Background: an optimization exercise with open tools, aiming at small area. Do not read the settings as production practice. Only simulation tests tie the RTL to the original design; equivalence was not proved. Power is estimated from default activity; no workload was simulated.

==> flow/run.sh <==
#!/bin/bash
# synth_recipe.tcl (not shown) runs the flow's synth.tcl, then flattens the netlist and writes it again
# the make line also repeats each setting of config.mk as NAME=value (left out here)
make -C /OpenROAD-flow-scripts/flow DESIGN_CONFIG=/design/flow/config.mk WORK_HOME=/design/flow/orfs CLKGATE_MAP_FILE= SYNTH_SCRIPT=/design/flow/synth_recipe.tcl finish
==> flow/config.mk <==
export PLATFORM = sky130hd
export DESIGN_NAME = fdi_core
export DESIGN_NICKNAME = fdi_core
export VERILOG_FILES = /design/flow/design.v
export SDC_FILE = /design/flow/constraint.sdc
export NUM_CORES = 4
export LEC_CHECK = 0
export CAP_MARGIN = 20
export CORE_MARGIN = 2
export CORE_UTILIZATION = 40
export SLEW_MARGIN = 20
==> flow/design.v <==
`timescale 1ns / 1ps
module lfsr # 
(
  parameter width_p = 3,
  parameter mask_p = 3'b110
)
(
  input clk,
  input rst,
  input srst,
  input en,
  input [7:0] sel_div_i,
  input [2:0] rep_i,
  output flag_o,
  output sig_o
);
  localparam BIT_CLEAR = 1'b0;
  localparam BIT_SET = 1'b1;
  reg en_last_r;
  localparam CNT_CLEAR = {{7{BIT_CLEAR}}, 1'b1};  
  reg [7:0] cnt_r;
  reg div_clk_r;
  localparam LFSR_CLEAR = {{width_p-1{BIT_CLEAR}}, 1'b1}; 
  reg [width_p - 1 : 0] result_r;
  reg feedback_r;
  reg busy_r;
  reg pos;
  localparam REP_CNT_CLEAR = 3'b001;
  reg [2:0] rep_cnt_r;
  always @ (posedge clk)
  begin
    if(rst) begin
      en_last_r <= BIT_CLEAR;
      pos <= BIT_CLEAR;
    end
    else begin
    en_last_r <= en;
    if(srst) begin
      pos <= BIT_CLEAR;
    end
    else if(~en_last_r & en) begin
      pos <= BIT_SET;
    end
    else begin
      if(div_clk_r) begin
        if(rep_cnt_r == rep_i) begin
          if((result_r == LFSR_CLEAR) && busy_r) begin
            pos <= BIT_CLEAR;
          end
        end
      end
    end
    end
  end
  always @ (posedge clk)
  begin
    if(rst) begin
      div_clk_r <= BIT_CLEAR;
      cnt_r <= CNT_CLEAR;
    end
    else if(cnt_r == sel_div_i) begin
      div_clk_r <= 1'b1;
      cnt_r <= CNT_CLEAR;
    end
    else begin
      cnt_r <= cnt_r + 1;
      div_clk_r <= BIT_CLEAR;
    end
  end
  always @ (posedge clk)
  begin
    if(rst | srst) begin
      busy_r <= BIT_CLEAR;
      result_r <= LFSR_CLEAR;
      rep_cnt_r <= REP_CNT_CLEAR;
    end
    else begin
      if(pos) begin
        if(div_clk_r) begin
          busy_r <= BIT_SET;
          result_r <= {result_r[width_p-2:0], feedback_r};
          if((result_r == LFSR_CLEAR) && busy_r) begin
            if(rep_cnt_r == rep_i) begin
              busy_r <= BIT_CLEAR;
              rep_cnt_r <= REP_CNT_CLEAR;
            end
            else begin
              rep_cnt_r <= rep_cnt_r + 1;
            end
          end
        end
      end
    end
  end
  always @*
  begin
    feedback_r <= ^~(result_r & mask_p);
  end
  assign sig_o = result_r[width_p-1]; 
  assign flag_o = busy_r; 
endmodule
`timescale 1ns / 1ps
module mul_lfsr 
(
  input clk,
  input rst,
  input srst,
  input en,
  input [7:0] sel_div_i,
  input [2:0] rep_i,
  input [3:0] order_i,
  output flag_o,
  output sig_o
);
  wire [15:0] mux_sigs;
  lfsr #(.width_p(6), .mask_p(6'b110000)) inst_lfsr0  (
    .clk(clk),
    .rst(rst),
    .srst(srst),
    .en(en),
    .sel_div_i(sel_div_i),
    .rep_i(rep_i),
    .flag_o(mux_sigs[0]),
    .sig_o(mux_sigs[1])
  );
  lfsr #(.width_p(7), .mask_p(7'b1100000)) inst_lfsr1 (
    .clk(clk),
    .rst(rst),
    .srst(srst),
    .en(en),
    .sel_div_i(sel_div_i),
    .rep_i(rep_i),
    .flag_o(mux_sigs[2]),
    .sig_o(mux_sigs[3])
  );
  lfsr #(.width_p(8), .mask_p(8'b10111000)) inst_lfsr2 (
    .clk(clk),
    .rst(rst),
    .srst(srst),
    .en(en),
    .sel_div_i(sel_div_i),
    .rep_i(rep_i),
    .flag_o(mux_sigs[4]),
    .sig_o(mux_sigs[5])
  );
  lfsr #(.width_p(9), .mask_p(9'b100010000)) inst_lfsr3 (
    .clk(clk),
    .rst(rst),
    .srst(srst),
    .en(en),
    .sel_div_i(sel_div_i),
    .rep_i(rep_i),
    .flag_o(mux_sigs[6]),
    .sig_o(mux_sigs[7])
  );
  lfsr #(.width_p(10), .mask_p(10'b1001000000)) inst_lfsr4 (
    .clk(clk),
    .rst(rst),
    .srst(srst),
    .en(en),
    .sel_div_i(sel_div_i),
    .rep_i(rep_i),
    .flag_o(mux_sigs[8]),
    .sig_o(mux_sigs[9])
  );
  lfsr #(.width_p(11), .mask_p(11'b10100000000)) inst_lfsr5 (
    .clk(clk),
    .rst(rst),
    .srst(srst),
    .en(en),
    .sel_div_i(sel_div_i),
    .rep_i(rep_i),
    .flag_o(mux_sigs[10]),
    .sig_o(mux_sigs[11])
  );
  lfsr #(.width_p(12), .mask_p(12'b100000101001)) inst_lfsr6 (
    .clk(clk),
    .rst(rst),
    .srst(srst),
    .en(en),
    .sel_div_i(sel_div_i),
    .rep_i(rep_i),
    .flag_o(mux_sigs[12]),
    .sig_o(mux_sigs[13])
  );
  lfsr #(.width_p(13), .mask_p(13'b1000000001101)) inst_lfsr7 (
    .clk(clk),
    .rst(rst),
    .srst(srst),
    .en(en),
    .sel_div_i(sel_div_i),
    .rep_i(rep_i),
    .flag_o(mux_sigs[14]),
    .sig_o(mux_sigs[15])
  );
  assign flag_o = mux_sigs[2*order_i];
  assign sig_o = mux_sigs[2*order_i + 1];
endmodule
`timescale 1 ns / 1 ps
module axis_red_pitaya_dac #
(
  parameter integer DAC_DATA_WIDTH = 14,
  parameter integer AXIS_TDATA_WIDTH = 32
)
(
  input  wire                        aclk,
  input  wire                        aresetn,
  input  wire                        locked,
  output wire                        dac_rst,
  output wire [DAC_DATA_WIDTH-1:0]   dac_dat_a,
  output wire [DAC_DATA_WIDTH-1:0]   dac_dat_b,
  output wire                        s_axis_tready,
  input  wire [AXIS_TDATA_WIDTH-1:0] s_axis_tdata,
  input  wire                        s_axis_tvalid,
  input wire [31:0]                 tx_cfg_i,
  output wire                       tx_flag_o
);
  wire lfsr_sig;
  mul_lfsr inst_mul_lfsr(
    .clk(aclk),
    .rst(~aresetn),
    .srst(tx_cfg_i[15]),
    .en(tx_cfg_i[14]),
    .sel_div_i(tx_cfg_i[7:0]),
    .rep_i(tx_cfg_i[10:8]),
    .order_i(tx_cfg_i[13:11]),
    .flag_o(tx_flag_o),
    .sig_o(lfsr_sig)
  );
  localparam fullp = 14'b00111111111111;  
  localparam fulln = 14'b10111111111111;  
  localparam zero = 14'b10000000000000;   
  reg [DAC_DATA_WIDTH-1:0] int_dat_a_reg;
  reg [DAC_DATA_WIDTH-1:0] int_dat_b_reg;
  reg int_rst_reg;
  wire [DAC_DATA_WIDTH-1:0] int_dat_a_wire;
  wire [DAC_DATA_WIDTH-1:0] int_dat_b_wire;
  assign int_dat_a_wire = s_axis_tdata[DAC_DATA_WIDTH-1:0];
  assign int_dat_b_wire = s_axis_tdata[AXIS_TDATA_WIDTH/2+DAC_DATA_WIDTH-1:AXIS_TDATA_WIDTH/2];
  always @(posedge aclk)
  begin
    if(~locked | ~s_axis_tvalid) begin
      int_dat_a_reg <= {(DAC_DATA_WIDTH){1'b0}};
      int_dat_b_reg <= {(DAC_DATA_WIDTH){1'b0}};
    end
    else begin
      int_dat_a_reg <= zero;
      if(tx_flag_o) begin
        if(lfsr_sig) begin
          int_dat_a_reg <= fullp;
        end
        else begin
          int_dat_a_reg <= fulln;
        end
      end
      if(tx_flag_o) begin
        int_dat_b_reg <= fullp; 
      end
      else begin
        int_dat_b_reg <= fulln;  
      end
    end
    int_rst_reg <= ~locked | ~s_axis_tvalid;
  end
  assign dac_rst = int_rst_reg;
  assign dac_dat_a = int_dat_a_reg;
  assign dac_dat_b = int_dat_b_reg;
  assign s_axis_tready = 1'b1;
endmodule
`timescale 1 ns / 1 ps
module axis_red_pitaya_adc #
(
  parameter integer ADC_DATA_WIDTH = 14,
  parameter integer AXIS_TDATA_WIDTH = 32
)
(
  input  wire                        adc_clk,
  input  wire [ADC_DATA_WIDTH-1:0]   adc_dat_a,
  input  wire [ADC_DATA_WIDTH-1:0]   adc_dat_b,
  output wire [AXIS_TDATA_WIDTH-1:0] m_axis_tdata
);
  localparam PADDING_WIDTH = AXIS_TDATA_WIDTH/2 - ADC_DATA_WIDTH;
  reg  [ADC_DATA_WIDTH-1:0] int_dat_a_reg;
  reg  [ADC_DATA_WIDTH-1:0] int_dat_b_reg;
  always @(posedge adc_clk)
  begin
    int_dat_a_reg <= adc_dat_a;
    int_dat_b_reg <= adc_dat_b;
  end
  assign m_axis_tdata = {
    {(PADDING_WIDTH+1){int_dat_b_reg[ADC_DATA_WIDTH-1]}}, ~int_dat_b_reg[ADC_DATA_WIDTH-2:0],
    {(PADDING_WIDTH+1){int_dat_a_reg[ADC_DATA_WIDTH-1]}}, ~int_dat_a_reg[ADC_DATA_WIDTH-2:0]};
endmodule
`timescale 1ns / 1ps
module signal_split # 
(
    parameter ADC_DATA_WIDTH = 16,
    parameter AXIS_TDATA_WIDTH = 32
)
(
    (* X_INTERFACE_PARAMETER = "FREQ_HZ 125000000" *)
    input [AXIS_TDATA_WIDTH-1:0]        S_AXIS_tdata,
    input                               S_AXIS_tvalid,
    (* X_INTERFACE_PARAMETER = "FREQ_HZ 125000000" *)
    output wire [AXIS_TDATA_WIDTH-1:0]  M_AXIS_PORT1_tdata,
    output wire                         M_AXIS_PORT1_tvalid,
    (* X_INTERFACE_PARAMETER = "FREQ_HZ 125000000" *)
    output wire [AXIS_TDATA_WIDTH-1:0]  M_AXIS_PORT2_tdata,
    output wire                         M_AXIS_PORT2_tvalid
);
    assign M_AXIS_PORT1_tdata = {{(AXIS_TDATA_WIDTH-ADC_DATA_WIDTH+1){S_AXIS_tdata[ADC_DATA_WIDTH-1]}},S_AXIS_tdata[ADC_DATA_WIDTH-1:0]};
    assign M_AXIS_PORT2_tdata = {{(AXIS_TDATA_WIDTH-ADC_DATA_WIDTH+1){S_AXIS_tdata[AXIS_TDATA_WIDTH-1]}},S_AXIS_tdata[AXIS_TDATA_WIDTH-1:ADC_DATA_WIDTH]};
    assign M_AXIS_PORT1_tvalid = S_AXIS_tvalid;
    assign M_AXIS_PORT2_tvalid = S_AXIS_tvalid;
endmodule
`timescale 1 ns / 1 ps
module axis_daq #
(
  parameter integer AXIS_TDATA_WIDTH = 32,
  parameter integer BRAM_DATA_WIDTH  = 16,
  parameter integer BRAM_ADDR_WIDTH  = 16
)
(
  input  wire                           aclk,
  input  wire                           aresetn,
  input  wire                           meas_flag_i,
  input  wire [31:0]                    daq_control,
  output wire [31:0]                    daq_status,
  output wire                           s_axis_tready,
  input  wire [AXIS_TDATA_WIDTH-1:0]    s_axis_tdata,
  input  wire                           s_axis_tvalid,
  output wire                           bram_porta_clk,
  output wire [BRAM_ADDR_WIDTH-1:0]     bram_porta_addr,
  output wire [BRAM_DATA_WIDTH-1:0]     bram_porta_wrdata,
  output wire                           bram_porta_we
);
  reg [3:0] st_reg, st_reg_next;             
  localparam st_idle             = 4'b0000;
  localparam st_triggered        = 4'b0001;
  localparam st_done             = 4'b0010;
  reg daq_done_reg;                              
  reg [BRAM_ADDR_WIDTH-1:0] bram_addr_reg;       
  reg [BRAM_DATA_WIDTH-1:0] bram_data_reg;
  reg bram_wr_reg;
  reg signed [15:0] daq_threshold_reg;
  reg [BRAM_ADDR_WIDTH-1:0] cnt_samples;
  reg daq_full_reg;
  reg rst_cnt_samples;
  reg en_cnt_samples;
  wire daq_enable;
  wire signed [15:0] s_axis_tdata_i;
  localparam C_CNT_SAMPLES_FULL = 16'hFFFF;
  localparam C_delimiter = 16'h7FFF;
  assign daq_status        =  { 31'd0 , daq_done_reg };
  assign s_axis_tready     =  1'b1;
  assign bram_porta_clk    =  aclk;
  assign bram_porta_addr   =  bram_addr_reg;
  assign bram_porta_wrdata =  bram_data_reg;
  assign bram_porta_we = bram_wr_reg;
  assign daq_enable = meas_flag_i;
  assign s_axis_tdata_i = s_axis_tdata[15:0];
  always @(posedge aclk)
  begin
    if (~aresetn)  
      st_reg <= st_idle;
    else
      st_reg <= st_reg_next;
  end
  always @*
  begin
    st_reg_next <= st_reg;
    case(st_reg)
      st_idle: if(daq_enable == 1'b1)
                  st_reg_next <= st_triggered;
      st_triggered: if(daq_full_reg == 1'b1)
                       st_reg_next <= st_done;
      st_done: if(daq_enable == 1'b0)
                  st_reg_next <= st_idle;
    endcase;
  end
  always @(posedge aclk)
  begin
    if (~aresetn) begin
      rst_cnt_samples         <=  1'b0;
      en_cnt_samples          <=  1'b0;
      daq_done_reg            <=  1'b0;
      daq_threshold_reg       <= 16'b0;
    end
    else begin
      rst_cnt_samples         <=  1'b0;
      en_cnt_samples          <=  1'b0;
      daq_done_reg            <=  1'b0;
      case(st_reg)
        st_idle: begin
        rst_cnt_samples <= 1'b1;
        if (daq_enable == 1'b1)
          daq_threshold_reg  <= daq_control[31:16];
        end
        st_triggered:
          en_cnt_samples <= 1'b1;
        st_done: begin
          daq_done_reg <= 1'b1;
          rst_cnt_samples <= 1'b1;
        end
      endcase;
    end
  end
  always @(posedge aclk)
  begin
    if (~aresetn || (st_reg == st_idle))
      bram_addr_reg <= 1'b0;
    else
      if (s_axis_tvalid == 1'b1)
        bram_addr_reg <= bram_addr_reg + 1;
  end
  always @(posedge aclk)
  begin
    bram_wr_reg <=  1'b0;
    bram_data_reg <= 32'b0;
    case(st_reg)
      st_idle: bram_wr_reg <= 1'b0;
      st_triggered: if (s_axis_tvalid == 1'b1) begin
                      if (~daq_enable) begin
                        bram_wr_reg <= 1'b1;
                        bram_data_reg <= C_delimiter;    
                      end
                      else begin
                        bram_wr_reg <= 1'b1;
                        bram_data_reg <= s_axis_tdata_i;
                      end
                    end
      st_done: bram_wr_reg <= 1'b0;
    endcase;
  end
  always @(posedge aclk)
  begin
    if (~aresetn) begin  
      cnt_samples        <= 1'b0;
      daq_full_reg       <= 1'b0;
    end
    else begin
      daq_full_reg       <= 1'b0;
      if (rst_cnt_samples == 1'b1)
        cnt_samples <= 0;
      else
        if (en_cnt_samples == 1'b1)
          cnt_samples <= cnt_samples + 1;
      if (cnt_samples == C_CNT_SAMPLES_FULL)
        daq_full_reg <= 1'b1;
    end
  end
endmodule
`timescale 1 ns / 1 ps
module fdi_core
(
  input  wire         clk,
  input  wire         aresetn,
  input  wire [15:0]  tx_cfg_i,
  input  wire         dac_locked_i,
  input  wire         dac_valid_i,
  output wire         tx_flag_o,
  output wire         dac_rst_o,
  output wire [13:0]  dac_dat_a_o,
  output wire [13:0]  dac_dat_b_o,
  input  wire [13:0]  adc_dat_a_i,
  input  wire         adc_valid_i,
  output wire         daq_done_o,
  output wire [15:0]  bram_addr_o,
  output wire [15:0]  bram_wrdata_o,
  output wire         bram_we_o
);
  wire [31:0] adc_tdata;
  wire [31:0] split_port1_tdata;
  wire [31:0] daq_status;
  axis_red_pitaya_dac inst_dac (
    .aclk(clk),
    .aresetn(aresetn),
    .locked(dac_locked_i),
    .dac_rst(dac_rst_o),
    .dac_dat_a(dac_dat_a_o),
    .dac_dat_b(dac_dat_b_o),
    .s_axis_tready(),
    .s_axis_tdata(32'd0),
    .s_axis_tvalid(dac_valid_i),
    .tx_cfg_i({16'd0, tx_cfg_i}),
    .tx_flag_o(tx_flag_o)
  );
  axis_red_pitaya_adc inst_adc (
    .adc_clk(clk),
    .adc_dat_a(adc_dat_a_i),
    .adc_dat_b(14'd0),
    .m_axis_tdata(adc_tdata)
  );
  signal_split inst_split (
    .S_AXIS_tdata(adc_tdata),
    .S_AXIS_tvalid(adc_valid_i),
    .M_AXIS_PORT1_tdata(split_port1_tdata),
    .M_AXIS_PORT1_tvalid(),
    .M_AXIS_PORT2_tdata(),
    .M_AXIS_PORT2_tvalid()
  );
  axis_daq inst_daq (
    .aclk(clk),
    .aresetn(aresetn),
    .meas_flag_i(tx_flag_o),
    .daq_control(32'd0),
    .daq_status(daq_status),
    .s_axis_tready(),
    .s_axis_tdata(split_port1_tdata),
    .s_axis_tvalid(adc_valid_i),
    .bram_porta_clk(),
    .bram_porta_addr(bram_addr_o),
    .bram_porta_wrdata(bram_wrdata_o),
    .bram_porta_we(bram_we_o)
  );
  assign daq_done_o = daq_status[0];
endmodule
==> flow/constraint.sdc <==
create_clock -name core_clock -period 8.0 [get_ports {clk}]
set_input_delay 1.6000 -clock core_clock [delete_from_list [all_inputs] [get_ports {clk}]]
set_output_delay 1.6000 -clock core_clock [all_outputs]
set_load 0.01 [all_outputs]
==> summary.txt <==
Synth
  – Most area-hungry cell type in the Yosys netlist: dfxtp_1
  – Synth area leaders: dfxtp_1, xnor2_1, nand2_1, a21oi_1, xor2_1
  – Synth Warn #: 12
  – Synth Register Bits: 262
  – Mean post-synth cell area: between 8 and 9 um^2
  – Post-synth EDFFs: 0
  – Async set-reset flop share out of synthesis: 0%
  – Ys flop type: dfxtp_1
  – Post-synth top area share: approximately 46%
  – Synth cell types: 61
  – Mapped Cells: 1283
  – Seq/Total Area, Yosys: 45.8%
  – Synthesized cell area: 11400 um^2

Job
  – Max Cap Violations: 0

Global routing
  – Overflow after GRT: 0
  – Total GRT Usage: roughly 16%
  – First-pass GRT wire length: 39.7 mm
  – Initial antenna violation count: 0
  – Vias in the first global route: 8051
  – Largest net degree at the start of global routing: between 90 and 100

Worst setup path
  – Critical path required time: 6400 ps
  – Crit path depth: 4
  – Critical path data arrival time: ~3700 ps
  – WS Path Type: primary input to primary output
  – Slowest stage delay, CP: 570 ps
  – Worst-case reg-to-reg path depth: 4
  – Critical-path maximum fanout: 25
  – CP Launch Type: primary input
  – Sum of buffers and inverters on the critical path: 2
  – Crit-path most repeated cell: clkdlybuf4s50_1
  – CP Capture Type: primary output
  – Critical Path Start: tx_cfg_i[11]
  – Delay-heaviest family, CP: buffers and inverters
  – FF-to-FF Start: inst_dac.inst_mul_lfsr.inst_lfsr6.busy_r
  – CP cell instances: clkdlybuf4s50_1, mux4_1, mux2_4, clkdlybuf4s50_1
  – Slowest CP cell: clkdlybuf4s50_1

Floorplan
  – Die ar.: 30000 um^2
  – Io pins: 99
  – # rows: 61
  – Starting Density: 40.9%
  – Core Box Area: 28000 um^2
  – Die Wd: 173 um
  – Die Y: 173 um

CTS
  – Setup repair bufs after CTS: 0
  – Clk sinks: 262
  – Skew-Pair Late Insertion Delay: 540 ps
  – Clk buf depth: 3
  – Cts hold-fix bufs: 0
  – CTS Buf Count: 28
  – Root Buffer: clkbuf_16
  – Post-CTS Resized: 0
  – Clock transition at path regs: 50 ps
  – H-tree depth: 1
  – CTS tree: done

Placed design
  – Dpl hpwl: approximately 16 mm
  – Port Buf Inserts: 96
  – Placement Setup Slack: about 2700 ps
  – GP Congestion: about 0.76

Min path
  – Hold Path Class: register to register
  – Hold Crit Start: inst_adc.int_dat_a_reg[9]
  – Hold depth: 1

Drt
  – Detailed Routing Iterations Pass 1: 6
  – Vias per inst: roughly 5
  – Wirelength per Cell: 13.6 um
  – Detailed Route Iter0 Violations: 510
  – ANT nets after route: 0
  – DRC Markers: 0
  – Routed WL: 23.5 mm
  – Vias: 8626

Timing
  – Final Hold Fails: 0
  – Setup TNS: 0 ps
  – Finish-stage setup viols: 0
  – Worst slew margin: 51.4%
  – Final worst path period share: between 60% and 70%
  – Worst Tran Pin Value: 721 ps
  – Achievable frequency: around 0.19 GHz
  – Fin crit period: 5270 ps
  – Slew Limit Fails: 0
  – Worst Setup Slack, final: 2730 ps
  – Clock skew: 12.0 ps
  – RSZ-0062 raised after global routing: no

Pwr
  – Leakage: 4.79 nW
  – Max IR drop VDD: 0.145 mV
  – Power density cells: between 200 and 250 nW/um^2

Finish
  – Area growth syn-to-layout: 18.2%
  – Final net count: 1394
  – Share of layout cells above drive strength 1: 5.10%
  – Ant diodes: 0

Status
  – Status: complete, no violations
## cell families (layout without fill, tap and decap cells)
logic type	Yosys count	in the layout	synth area share, %
xor+xnor	168	168	12.9
fa+ha+maj	26	26	2.84
simple gates	526	526	22.8
compound gates	184	184	9.86
flops	262	262	45.8
mux	9	9	1.34
buf+inv	107	175	4.41
other cells	1	2	0.0328
## cell usage after synthesis (all sizes together) (22+ instances only)
cell	instances
nand3	55
and3	25
and2	22
inv	27
o21ai	29
nand2	197
xnor2	112
a21oi	110
buf	37
nand4	22
clkbuf	43
dfxtp	262
xor2	56
ha	26
nor2	93
## report_power, final
| group | switching (W) | total (W) | internal [W] |
|---|---|---|---|
| registers | 0.0000291 | 0.00136 | 0.00133 |
| clock network | 0.000510 | 0.00138 | 0.000867 |
| logic | 0.0000929 | 0.000176 | 0.0000835 |
## worst paths after layout
| kind | end | slack, ps |
|---|---|---|
| min reg2reg | inst_daq.bram_data_reg[9] | 400 |
| max | tx_flag_o | 2730 |
| max reg2reg | inst_daq.st_reg[1] | 6190 |
| min | inst_daq.bram_data_reg[9] | 400 |
## per-stage QoR
step | area (um^2) | hold WS (ps) | util (%) | total power (W) | cells
floorplan | 11400 | 385 | - | 0.00151 | 1284
detailed placement | 12500 | 391 | 44.6 | 0.00157 | 1680
finish | 13500 | 397 | 48.3 | 0.00292 | 1730
global route | 13500 | 412 | 48.3 | 0.00303 | 1730
global placement | 12500 | 387 | 44.6 | 0.00157 | 1680
CTS | 13500 | 399 | 48.2 | 0.00296 | 1729
## area by class of cell
cell class,instances,area [um^2]
clock inverter,8,143
tap,378,473
fill,2674,14500
clock buffer,41,861
multi-input combinational,915,5710
timing repair buffer,99,991
sequential,262,5250
inverter,27,101
## cell usage in the layout (no fill, tap or decap), drive strengths merged, types with 3 or more instances in the layout
master / count
o211ai: 9
mux4: 4
nor2: 93
dfxtp: 262
nor3: 12
or4: 3
clkbuf: 41
and3: 25
nor4: 13
nand3b: 11
or3: 7
or3b: 3
and2: 22
and4: 12
inv: 27
xnor2: 112
nor3b: 12
a31oi: 7
nor2b: 13
nand2: 197
nand2b: 7
nand4: 22
a21oi: 110
nor4b: 10
xor2: 56
bufinv: 4
o21ai: 29
clkdlybuf4s50: 95
buf: 4
nand3: 55
clkinv: 3
o41ai: 9
mux2i: 3
a32o: 5
ha: 26
## per-layer routing
| layer | GRT usage (%) | part of all wire, % | vias up |
|---|---|---|---|
| met1 | 20.9 | 48 | 4046 |
| met2 | 26.3 | 47 | 91 |
| met4 | 3.60 | 1.8 | 0 |
| met3 | 2.48 | 3.0 | 26 |
| met5 | 0 | 0 | - |
| li1 | - | - | 4463 |

==> what the ideal ports hide <==
No port has a modelled driver above. Below, the same layout with a new extraction and two added sets of constraints.
Step 1, drivers: a clkbuf_16 drives clk and a buf_2 each remaining input, both assumed.
Step 2, shift: input delay + t, output delay - t, t = (earliest + latest rising clock arrival at the registers) / 2. This alone moves slack from input paths to output paths.
Three values: ideal ports, drivers, drivers and shift; two values: the first two.
t, ns: 0.575
setup slack, ns: 2.726 / 2.684 / 2.684
clock arrival spread, ns: 0.015 / 0.015
worst slew at a driven data input, ns: 0.06
After both steps this run still meets setup and hold. The setup slack of this run moves by -0.042 ns with the drivers and by -0.042 ns with both steps.
